Context: an optimization exercise on an open-source flow, tuned for small area and a short achievable clock period. The choices shown serve that exercise and are no tape-out recipe. Function was checked by simulation only, so behaviour that the tests miss may differ from the original. Power is estimated from default activity; no workload was simulated.

--- flow/config.mk ---
export PLATFORM = sky130hd
export DESIGN_NAME = abcd_output
export DESIGN_NICKNAME = abcd_output
export VERILOG_FILES = /design/flow/design.v
export SDC_FILE = /design/flow/constraint.sdc
export NUM_CORES = 4
export LEC_CHECK = 0
export CAP_MARGIN = 20
export CORE_MARGIN = 2
export CORE_UTILIZATION = 40
export SLEW_MARGIN = 20
--- flow/constraint.sdc ---
create_clock -name core_clock -period 110.0 [get_ports {clk}]
set_input_delay 22.0000 -clock core_clock [delete_from_list [all_inputs] [get_ports {clk}]]
set_output_delay 22.0000 -clock core_clock [all_outputs]
set_load 0.01 [all_outputs]
--- flow/design.v ---
module abcd_output
(
	input clk,
	input rstn,
	input rx_pin_in,
	output ch_a_output, ch_b_output, ch_c_output, ch_d_output
);
	reg h2l_f1, h2l_f2;
	always @(posedge clk or negedge rstn)
		if (!rstn) begin
			h2l_f1 <= 1'b1;
			h2l_f2 <= 1'b1;
		end else begin
			h2l_f1 <= rx_pin_in;
			h2l_f2 <= h2l_f1;
		end
	wire h2l = h2l_f2 & ~h2l_f1;
	reg [3:0] st;							 
	reg [12:0] cnt;
	wire counting = (st != 4'd0) && (st <= 4'd12);
	wire bps = (cnt == 13'd2604);
	wire cnt_wrap = (cnt == 13'd5207);
	always @(posedge clk or negedge rstn)
		if (!rstn)
			cnt <= 13'd0;
		else if (counting && !cnt_wrap)
			cnt <= cnt + 1'b1;
		else
			cnt <= 13'd0;
	always @(posedge clk or negedge rstn)
		if (!rstn)
			st <= 4'd0;
		else case (st)
			4'd0, 4'd15: st <= h2l ? 4'd1 : 4'd0;
			4'd12, 4'd13, 4'd14: st <= st + 1'b1;
			default: if (bps) st <= st + 1'b1;
		endcase
	reg [7:0] rdata;
	wire sample = bps && (st >= 4'd2) && (st <= 4'd9);
	always @(posedge clk)
		if (sample)
			rdata <= {rx_pin_in, rdata[7:1]};
	wire byte_ev = (st == 4'd15);			 
	reg [1:0] cst;							 
	reg [2:0] func;							 
	reg [7:0] data_hi;
	wire [2:0] func_code =
		(rdata[7:3] == 5'b01000 && rdata[2:0] != 3'd7) ? rdata[2:0] :
		(rdata == 8'd83) ? 3'd7 : 3'd0;
	always @(posedge clk or negedge rstn)
		if (!rstn)
			cst <= 2'd0;
		else if (byte_ev)
			cst <= (cst == 2'd1) ? 2'd2 : (cst == 2'd0) ? 2'd1 : 2'd0;
	always @(posedge clk) begin
		if (byte_ev && cst == 2'd0) func <= func_code;
		if (byte_ev && cst == 2'd1) data_hi <= rdata;
	end
	wire [15:0] value = {data_hi, rdata};
	wire commit = byte_ev && (cst == 2'd2);
	localparam [31:0] DIVIDEND = 32'd50000000;
	wire dwin = (st == 4'd10) && (cnt[12:5] == 8'h80);
	wire dbit = DIVIDEND[~cnt[4:0]];
	reg [15:0] rem;
	reg [15:0] quo;
	wire [16:0] r2 = {rem, dbit};
	wire [17:0] diff = {1'b0, r2} - {2'b0, value};
	wire ge = ~diff[17];
	always @(posedge clk) begin
		rem <= dwin ? (ge ? diff[15:0] : r2[15:0]) : 16'd0;
		if (dwin) quo <= {quo[14:0], ge};
	end
	reg [15:0] delay_a, delay_b, delay_c, delay_d, duty, frame_len, tick_len;
	wire nz = (value != 16'd0);
	always @(posedge clk or negedge rstn)
		if (!rstn) begin
			delay_a <= 16'd0;
			delay_b <= 16'd10;
			delay_c <= 16'd20;
			delay_d <= 16'd30;
			duty <= 16'd5;
			frame_len <= 16'd19264;			 
			tick_len <= 16'd50000;			 
		end else if (commit) begin
			case (func)
				3'd1: delay_a <= value;
				3'd2: delay_b <= value;
				3'd3: delay_c <= value;
				3'd4: delay_d <= value;
				3'd5: duty <= value;
				3'd6: if (nz) frame_len <= quo;
				3'd7: if (nz) tick_len <= quo;
				default: ;
			endcase
		end
	reg [15:0] fcnt, tcnt, tnum;
	reg oa, ob, oc, od;
	wire frame = (fcnt >= frame_len);
	wire tick = (tcnt >= tick_len);
	wire [16:0] m = {1'b0, tnum} + 17'd1;
	wire dd0 = (duty == 16'd0);
	function chan;
		input [16:0] m;
		input [15:0] dly;
		input [15:0] duty;
		input dd0;
		reg [16:0] x;
		begin
			x = m - {1'b0, dly};
			chan = (x < {1'b0, duty}) | (dd0 & (dly == 16'd0));
		end
	endfunction
	always @(posedge clk or negedge rstn)
		if (!rstn) begin
			fcnt <= 16'd0;
			tcnt <= 16'd0;
			tnum <= 16'd0;
			oa <= 1'b0; ob <= 1'b0; oc <= 1'b0; od <= 1'b0;
		end else if (frame) begin
			fcnt <= 16'd0;
			tcnt <= 16'd0;
			tnum <= 16'd0;
			oa <= (delay_a == 16'd0);
			ob <= (delay_b == 16'd0);
			oc <= (delay_c == 16'd0);
			od <= (delay_d == 16'd0);
		end else if (tick) begin
			tcnt <= 16'd0;
			tnum <= m[15:0];
			oa <= chan(m, delay_a, duty, dd0);
			ob <= chan(m, delay_b, duty, dd0);
			oc <= chan(m, delay_c, duty, dd0);
			od <= chan(m, delay_d, duty, dd0);
		end else begin
			fcnt <= fcnt + 1'b1;
			tcnt <= tcnt + 1'b1;
		end
	assign ch_a_output = oa;
	assign ch_b_output = ob;
	assign ch_c_output = oc;
	assign ch_d_output = od;
endmodule
--- flow/run.sh ---
#!/bin/bash
# synth_recipe.tcl (not shown) runs the flow's synth.tcl, then flattens the netlist and writes it again
# the make line also repeats each setting of config.mk as NAME=value (left out here)
make -C /OpenROAD-flow-scripts/flow DESIGN_CONFIG=/design/flow/config.mk WORK_HOME=/design/flow/orfs CLKGATE_MAP_FILE= SYNTH_SCRIPT=/design/flow/synth_recipe.tcl finish
==> run summary <==
==> cell type report <==
type	instances	area, sq um
Multi-Input combinational cell	1233	8722
Timing Repair Buffer	17	146.4
Fill cell	3689	21450
Inverter	154	578.1
Clock buffer	41	799.5
Sequential cell	236	6030
Tap cell	518	648.1
Clock inverter	11	93.84
==> final timing paths <==
path / start / end / cells past startpoint
worst max-delay path: ob / ch_b_output / 1
worst min-delay path: h2l_f1 / h2l_f2 / 0
worst max register to register: tnum[0] / oc / 18
worst min register to register: h2l_f1 / h2l_f2 / 0
max in group asynchronous: rstn / fcnt[10] / 2
min in group asynchronous: rstn / delay_a[1] / 1
==> where the power goes <==
part	leakage, nW	internal (mW)	switching, mW
Combinational	4.13	0.00509	0.00743
Sequential	2.91	0.0901	0.00251
Clock	0.436	0.0526	0.0370
Total	7.48	0.148	0.0469
==> routing by layer <==
layer	track usage [%]	up-vias	share of wire [%]
li1	-	5865	-
met1	25.97	5637	48
met2	30.11	232	45
met3	2.776	63	4.9
met4	5.291	0	2.3
met5	0	-	0
==> cells by family after synthesis <==
family,count (synthesis)
mux,37
flops,236
fa+ha+maj,187
simple gates,529
buf+inv,195
compound gates,354
xor+xnor,126
==> cells in the mapped netlist, types with 5 or more instances <==
master / count
nor3_1: 32
and2_1: 7
o31ai_1: 5
o2111ai_1: 5
fa_1: 5
nor4_1: 27
o21a_1: 22
nor2b_1: 17
a31oi_1: 6
o211ai_1: 10
or3_1: 10
dfrtp_1: 162
buf_6: 5
a21oi_1: 65
and4_1: 5
edfxtp_1: 35
nor2_1: 141
a211oi_1: 15
clkbuf_1: 34
mux2_2: 24
or2_2: 7
dfstp_2: 23
nand3_1: 49
ha_1: 182
o31a_1: 6
nand4_1: 18
xnor2_1: 62
a21o_1: 27
dfxtp_1: 16
o21ai_0: 137
xor2_1: 64
nand2_1: 164
nand2b_1: 11
and3_1: 14
inv_1: 154
mux2i_1: 12
==> impl_metrics.yaml <==
worst_setup_path:
  rrSetupSlack_ns: 104.70
  start_kind: "register"
  crit_type: "reg2out"
  critPathMaxFanout: 2
  cp_slowest_cell: "clkdlybuf4s50_1"
  worstPathArrival_ns: 1.46
  cpPeakStageDelay_ns: 0.54
  critPathTopFamily: "buffers and inverters"
  critPathCaptureType: "primary output"
  crit_required_ns: 88.00
  path_buf_inv: 1
  cp_cell_sequence: "clkdlybuf4s50_1"
timing:
  rsz0062_at_grt: "no"
  post-route-period-util_pct: 21.33
  final_max_slew_viol_count: 0
  finalHoldViolations: 0
  tns_ns: 0
  setup_viol: 0
  whs_ns: 0.3560
  setup_slack_ns: 86.54
  max_freq_mhz: 42.62
  max_slew.worst_pin.slew_ns: 1.064
  clock_skew_ns: 0.04151
  layout_min_cycle_time_ns: 23.46
  slew-limit-headroom_pct: 29.08
logic_synthesis:
  ys.warnings.count: 1
  ys_ff_latch: 236
  synthMuxAreaShare_pct: 2.615
  synth_xor_area_share_pct: 7.120
  synth-edff-count: 35
  synth_top_cell_area_share_pct: 26.15
  synth_fa_ha_area_share_pct: 15.34
  synth_cell_types: 83
  synth-main-ff-cell: "dfrtp_1"
  syn-num-nets: 1854
  avgSynthCellArea_sq_um: 9.315
  synth_top_area_cell: "dfrtp_1"
  async_flop_share_pct: 78.39
  yosys.area_share.simple_pct: 16.39
  synth_compound_area_share_pct: 14.66
  synth_top_family_by_area: "simple AND/OR/NAND/NOR gates"
  synth.area.top_cells: "dfrtp_1 (26%), ha_1 (15%), edfxtp_1 (6.8%), o21ai_0 (4.4%), nand2_1 (4.0%)"
  synth.cell_area_sq_um: 15500
  netlist_instances: 1664
  ys_seq_area_share_pct: 38.90
floorplanning:
  coreArea_sq_um: 38470
  num_rows: 72
  fp.dieH_um: 200.9
  start_util_pct: 40.29
  die_w_um: 200.9
  dieArea_sq_um: 40340
  ios: 7
cts:
  clkTransAtPathRegs_ns: 0.06
  cts_buffers: 28
  root_buffer: "clkbuf_16"
  insertion_delay_ns: 0.58
  cts_num_sinks: 236
  postCtsSetupRepairBufs: 0
  tritoncts: "built"
  h-tree-depth: 1
  cts-hold-fix-buffers: 0
  clock_path_buffers: 3
  post_cts.resized_instances: 0
final_layout:
  final_common_cell: "ha_1"
  drive_gt1_share_pct: 7.920
  final_util_pct: 44.24
  area_delta_synth_final_pct: 9.792
  antenna_cells: 0
  final_area_sq_um: 17020
  stdcell_count: 2210
  most-common-layout-cells: "ha_1 (182), nand2_1 (164), dfrtp_1 (162)"
  finalNetCount: 1860
power_and_ir_drop:
  peakVddDrop_mv: 0.009825
  power_density_nw_per_um2: 11.45
  p_total_uw: 194.8
  leakagePower_nw: 7.480
detailed_routing:
  drtPass1Iterations: 5
  wl_per_cell_um: 16.77
  totalWireLength_um: 37060
  final_antenna_net_count: 0
  drc: 0
  num_vias: 11797
  drtIter0Drc: 777
  vias_per_cell: 5.338
placed_design:
  dp_hpwl_um: 28200
  placed_area_sq_um: 16120
  gp_congestion: 0.8372
  dp.cells: 2157
  pre_cts_ws_ns: 86.65
  io_buffers: 6
flow_run:
  maxCapViolations: 0
global_routing:
  grt_antenna_before_repair: 0
  grt_pass1_wl_um: 60660
  grt_pass1_vias: 11706
  grt_usage_pct: 18.62
  grt_max_degree: 75
  overflow: 0
hold_path:
  hp-class: "reg2reg"
status:
  status: "no timing/DRC/antenna violations"

==> static timing again, ports no longer ideal <==
How much do the figures lean on ideal ports? The routed layout below was timed once more, with nothing changed but the port constraints.
Step 1: set_driving_cell puts a clkbuf_16 on clk and a buf_2 on each other input, an assumption about the parent block.
Step 2 adds t to the input delays and takes it off the output delays; t is the mean of the earliest and latest rising clock arrival at the registers after step 1. Input paths then give back, and output paths get back, about the clock's delay inside the block.
Slacks: ideal / step 1 / step 2; pairs: ideal / step 1.
t (ns): 0.605
setup WS [ns]: 86.539 / 86.490 / 86.690
latest minus earliest clock arrival (ns): 0.043 / 0.044
worst register clock-pin slew, ns: 0.06 / 0.06
After both steps this run still meets setup and hold. For this run, drivers alone change the setup slack by -0.049 ns; drivers and shift together by +0.151 ns. The worst setup slack also covers recovery checks on asynchronous resets.
